Context: an optimization exercise on an open-source flow, tuned for small area, a short achievable clock period and few clock cycles per item. The choices shown serve that exercise and are no tape-out recipe.
In this exercise RTL edits were held to simulation tests only and were not proved equivalent to the original.
No activity file was given, so power comes from the tool's default toggle rates.

==> flow/design.v (excerpt) <==
module mlp_top (
    input  wire        clk,
    input  wire        reset_n,
    input  wire        ser_data,
    input  wire        data_ready,
    input  wire [1:0]  mode,
    output wire [18:0] w_addr,
    output wire        w_we,
    output wire [7:0]  w_wdata,
    input  wire [7:0]  w_rdata,
    output wire [9:0]  n_addr,
    output wire        n_we,
    output wire [7:0]  n_wdata,
    input  wire [7:0]  n_rdata,
    output wire [9:0]  b_addr,
    output wire        b_we,
    output wire [7:0]  b_wdata,
    input  wire [7:0]  b_rdata,
    output wire [9:0]  p1_addr,
    output wire        p1_we,
    output wire [7:0]  p1_wdata,
    input  wire [7:0]  p1_rdata,
    output wire [9:0]  p2_addr,
    output wire        p2_we,
    output wire [7:0]  p2_wdata,
    input  wire [7:0]  p2_rdata,
    output wire [3:0]  result_data,
    output wire        result_valid,
    output wire [7:0]  result_score
);
==> module controller, before the edit <==
module controller (
    input  wire        clk,
    input  wire        reset_n,
    input  wire [1:0]  mode,
    input  wire [7:0]  sr,
    input  wire        sr_last,
    output wire        sr_ld,
    output wire [7:0]  sr_ld_data,
    output wire [18:0] w_addr,
    output reg         w_we,
    output wire [7:0]  w_wdata,
    input  wire [7:0]  w_rdata,
    output wire [9:0]  n_addr,
    output reg         n_we,
    output wire [7:0]  n_wdata,
    input  wire [7:0]  n_rdata,
    output wire [9:0]  b_addr,
    output wire        b_we,
    output wire [7:0]  b_wdata,
    input  wire [7:0]  b_rdata,
    output wire [9:0]  p1_addr,
    output reg         p1_we,
    output wire [7:0]  p1_wdata,
    input  wire [7:0]  p1_rdata,
    output wire [9:0]  p2_addr,
    output wire        p2_we,
    output wire [7:0]  p2_wdata,
    input  wire [7:0]  p2_rdata,
    output reg  [3:0]  result_data,
    output reg         result_valid,
    output reg  [7:0]  result_score
);
    localparam [8:0] X_0   = 9'd1,   X_1   = 9'd2,   X_298 = 9'd314,
                     X_299 = 9'd116, X_303 = 9'd329, X_311 = 9'd491;
    localparam [9:0] Y_0   = 10'd1,   Y_1   = 10'd2,   Y_783 = 10'd997,
                     Y_785 = 10'd916, Y_786 = 10'd809, Y_933 = 10'd583,
                     Y_934 = 10'd142;
    reg [1:0]  mq;
    reg [8:0]  X;
    reg [9:0]  Y;
    reg        L2, L3;
    reg        run, busy;
    reg        IL, OL;      
    reg        f1, f2, f3;
    reg        lp1, lp5;
    reg [7:0]  wq, xq;
    reg [15:0] ps, pc, acc;
    reg        cy;
    wire [15:0] ms, mc;
    mul8_cs u_mul (.a(wq), .b(xq), .s(ms), .c(mc));
    wire [8:0] Xn = {X[7:0], X[8] ^ X[4]};
    wire [9:0] Yn = {Y[8:0], Y[9] ^ Y[6]};
    wire L1  = ~L2 & ~L3;
    wire ldw = (mq == 2'b01);
    wire ldb = (mq == 2'b10);
    wire inf = (mq == 2'b11);
    wire stepW = w_we & ldw;
    wire stepB = w_we & ldb;
    wire stepR = n_we & ~busy;
    wire step  = stepW | stepB | run;
    wire il_next  = L2 ? (X == X_299) : L1 ? (Y == Y_783) : (Y == Y_934);
    wire ol_next  = L2 ? (Y == Y_933) : L1 ? (X == X_298) : (X == X_311);
    wire in_slot  = L2 ? (X == X_0) : L1 ? (Y == Y_0) : (Y == Y_785);
    wire il       = stepB | IL;
    wire drain_done = busy & ~run & lp5;
    wire newlayer = (step & il & OL & ~run) | drain_done;
    assign w_addr   = {X, Y};
    assign n_addr   = Y;
    assign p1_addr  = {1'b0, X};
    assign w_wdata  = sr;
    assign n_wdata  = sr;
    assign p1_wdata = sr;
    assign b_addr   = 10'd0;
    assign b_we     = 1'b0;
    assign b_wdata  = 8'd0;
    assign p2_addr  = 10'd0;
    assign p2_we    = 1'b0;
    assign p2_wdata = 8'd0;
    always @(posedge clk or negedge reset_n) begin
        if (!reset_n) begin
            mq   <= 2'b00;
            X    <= X_0;
            Y    <= Y_1;
            L2   <= 1'b0;
            L3   <= 1'b0;
            run  <= 1'b0;
            busy <= 1'b0;
            IL   <= 1'b0;
            OL   <= 1'b0;
        end else begin
            mq <= mode;
            if (newlayer) begin
                if (L1) begin
                    L2 <= 1'b1; X <= ldw ? X_1 : X_0; Y <= Y_785;
                end else if (L2) begin
                    L2 <= 1'b0; L3 <= 1'b1; X <= X_303; Y <= ldw ? Y_786 : Y_785;
                end else begin
                    L3 <= 1'b0; X <= X_0; Y <= ldw ? Y_0 : Y_1; busy <= 1'b0;
                end
                run <= busy & ~L3;
                IL  <= 1'b0;
                OL  <= 1'b0;
            end else if (step) begin
                if (!il) begin
                    if (L2) X <= Xn;
                    else    Y <= Yn;
                    IL <= il_next;
                end else begin
                    IL <= 1'b0;
                    OL <= ol_next;
                    if (L2) begin
                        X <= ldw ? X_1 : X_0;
                        Y <= Yn;
                    end else begin
                        Y <= L1 ? (ldw ? Y_1 : Y_0) : (ldw ? Y_786 : Y_785);
                        X <= Xn;
                    end
                    if (OL) run <= 1'b0;
                end
            end else if (stepR) begin
                if (IL) begin
                    Y <= Y_0; run <= 1'b1; busy <= 1'b1; IL <= 1'b0;
                end else begin
                    Y <= Yn; IL <= il_next;
                end
            end
        end
    end
    always @(posedge clk or negedge reset_n) begin
        if (!reset_n) begin
            lp1 <= 1'b0; lp5 <= 1'b0;
            f1 <= 1'b0; f2 <= 1'b0; f3 <= 1'b0;
            result_valid <= 1'b0;
            w_we  <= 1'b0;
            n_we  <= 1'b0;
            p1_we <= 1'b0;
        end else begin
            lp1 <= run & IL;
            f1 <= (run & in_slot) | (lp1 & ~run);
            f2 <= f1;
            f3 <= f2;
            lp5 <= f3;
            result_valid <= drain_done & L3;
            w_we  <= sr_last & (ldw | ldb);
            n_we  <= (sr_last & inf & ~busy) | (f3 & L2);
            p1_we <= f3 & L1;
        end
    end
    wire [15:0] a0  = acc & {16{~f3}};
    wire        cy0 = cy & ~f3;
    wire [15:0] psn = ~ps, pcn = ~pc;
    wire [15:0] s3  = a0 ^ psn ^ pcn;
    wire [15:0] c3  = {(a0[14:0] & psn[14:0]) | (a0[14:0] & pcn[14:0]) | (psn[14:0] & pcn[14:0]), 1'b0};
    wire [8:0]  lo  = {1'b0, s3[7:0]} + {1'b0, c3[7:0]};
    wire [8:0]  hi  = {s3[15:8], 1'b1} + {c3[15:8], cy0};
    always @(posedge clk) begin
        wq <= w_rdata;
        xq <= f1 ? 8'd1 : L2 ? p1_rdata : n_rdata;
        ps <= ~ms;
        pc <= ~mc;
        acc <= {hi[8:1], lo[7:0]};
        cy  <= lo[8];
    end
    wire signed [7:0] h = acc[15:8] + {7'd0, cy};
    reg  [7:0] sig;
    always @(*) begin
        if (h < -8'sd24)
            sig = 8'd0;
        else if (h < -8'sd12)
            sig = h + 8'd34;
        else if (h < 8'sd12)
            sig = 8'd128 + {h[7], h[7:1]};
        else if (h < 8'sd24)
            sig = h + 8'd233;
        else
            sig = 8'd255;
    end
    assign sr_ld      = f3;
    assign sr_ld_data = sig;
    wire [3:0] key = {X[6], X[5], X[3], X[0]};
    reg  [3:0] idx;
    always @(*) begin
        case (key)
            4'b0001: idx = 4'hF;    
            4'b0101: idx = 4'd1;
            4'b1011: idx = 4'd2;
            4'b0010: idx = 4'd3;
            4'b0111: idx = 4'd4;
            4'b1110: idx = 4'd5;
            4'b1101: idx = 4'd6;
            4'b1111: idx = 4'd7;
            4'b1001: idx = 4'd8;
            4'b0110: idx = 4'd9;
            default: idx = 4'd0;
        endcase
    end
    wire first_out = (key == 4'b0001);
    always @(posedge clk) begin
        if (lp5 & L3 & (first_out | (sr > result_score))) begin
            result_score <= sr;
            result_data  <= idx;
        end
    end
endmodule
clock: 7.0 ns
lec_check: 0
cap_margin: 20
core_margin: 2
core_utilization: 40
setup_slack_margin: 4.3
slew_margin: 20
standard.sh (not shown) runs the stock make flow with config.mk's settings and CLKGATE_MAP_FILE= SYNTH_SCRIPT=/design/flow/synth_recipe.tcl, a recipe that flattens the netlist after the stock synthesis.
==> flow/flow/run.sh <==
#!/bin/bash
# The standard layout (standard.sh) with two changes:
# - buffer_ports puts buf_1 on every input and output port, in place of the
#   cell it would pick by itself; timing repair still resizes it where
#   timing needs;
# - clock tree synthesis builds the tree from a clkbuf_16 root and clkbuf_8
#   buffers, without dummy loads.
# The make run's full output goes to standard.log; ORFS keeps each step's
# own log under orfs/logs/.
set -euo pipefail
export BUFFER_PORTS_ARGS="-buffer_cell sky130_fd_sc_hd__buf_1"
export CTS_ARGS="-sink_clustering_enable -repair_clock_nets -dont_use_dummy_load -root_buf sky130_fd_sc_hd__clkbuf_16 -buf_list sky130_fd_sc_hd__clkbuf_8"
bash standard.sh > standard.log 2>&1
Testbench counts at the start, summed over its fixed seeds: cycles 2,307,584, images 8.
Edit:
--- a/flow/design.v
+++ b/flow/design.v
@@ -103,21 +103,19 @@
     assign p2_addr  = 10'd0;
     assign p2_we    = 1'b0;
     assign p2_wdata = 8'd0;
     always @(posedge clk or negedge reset_n) begin
         if (!reset_n) begin
-            mq   <= 2'b00;
             X    <= X_0;
             Y    <= Y_1;
             L2   <= 1'b0;
             L3   <= 1'b0;
             run  <= 1'b0;
             busy <= 1'b0;
             IL   <= 1'b0;
             OL   <= 1'b0;
         end else begin
-            mq <= mode;
             if (newlayer) begin
                 if (L1) begin
                     L2 <= 1'b1; X <= ldw ? X_1 : X_0; Y <= Y_785;
                 end else if (L2) begin
                     L2 <= 1'b0; L3 <= 1'b1; X <= X_303; Y <= ldw ? Y_786 : Y_785;
@@ -179,10 +177,11 @@
     wire [15:0] s3  = a0 ^ psn ^ pcn;
     wire [15:0] c3  = {(a0[14:0] & psn[14:0]) | (a0[14:0] & pcn[14:0]) | (psn[14:0] & pcn[14:0]), 1'b0};
     wire [8:0]  lo  = {1'b0, s3[7:0]} + {1'b0, c3[7:0]};
     wire [8:0]  hi  = {s3[15:8], 1'b1} + {c3[15:8], cy0};
     always @(posedge clk) begin
+        mq <= mode;
         wq <= w_rdata;
         xq <= f1 ? 8'd1 : L2 ? p1_rdata : n_rdata;
         ps <= ~ms;
         pc <= ~mc;
         acc <= {hi[8:1], lo[7:0]};
@@ -220,12 +219,16 @@
             4'b0110: idx = 4'd9;
             default: idx = 4'd0;
         endcase
     end
     wire first_out = (key == 4'b0001);
+    wire [7:0] gb = sr & ~result_score;
+    wire [7:0] nb = sr | ~result_score;
+    wire gt = gb[7] | nb[7] & (gb[6] | nb[6] & (gb[5] | nb[5] & (gb[4] |
+              nb[4] & (gb[3] | nb[3] & (gb[2] | nb[2] & (gb[1] | nb[1] & gb[0]))))));
     always @(posedge clk) begin
-        if (lp5 & L3 & (first_out | (sr > result_score))) begin
+        if (lp5 & L3 & (first_out | gt)) begin
             result_score <= sr;
             result_data  <= idx;
         end
     end
 endmodule
After rerunning:
- The changed run ran to the end with no violations
- final area shrinks by 2.1%
- routed wire length shrinks by 1.3%
- sequential share of layout area increases by 0.72 points
- clock skew came out lower by 0.0055 ns
- combinational power goes up by 44%
Testbench counts after the change, summed over its fixed seeds: cycles 2,307,584, images 8.

==> static timing again, ports no longer ideal <==
The results above use ideal ports. As a check the final layouts listed here were re-extracted and re-timed, cells and wires unchanged.
Step 1 assumes that a clkbuf_16 drives the clock port and a buf_2 every other input.
Step 2 also shifts input and output timing later by t, the mid clock arrival at the registers, as if the neighbouring blocks saw the same clock.
a / b / c = ideal / step 1 / step 2; a / b = the first two.
| run | shift t [ns] | setup WS [ns] | worst setup path at the end | cell pins on the clock port's net |
|---|---|---|---|---|
| the first run | 0.400 | 4.270 / 4.270 / 4.270 | register to register | 1 |
| the second run | 0.401 | 4.334 / 4.334 / 4.334 | register to register | 1 |
After both steps setup and hold are still met in every run listed.
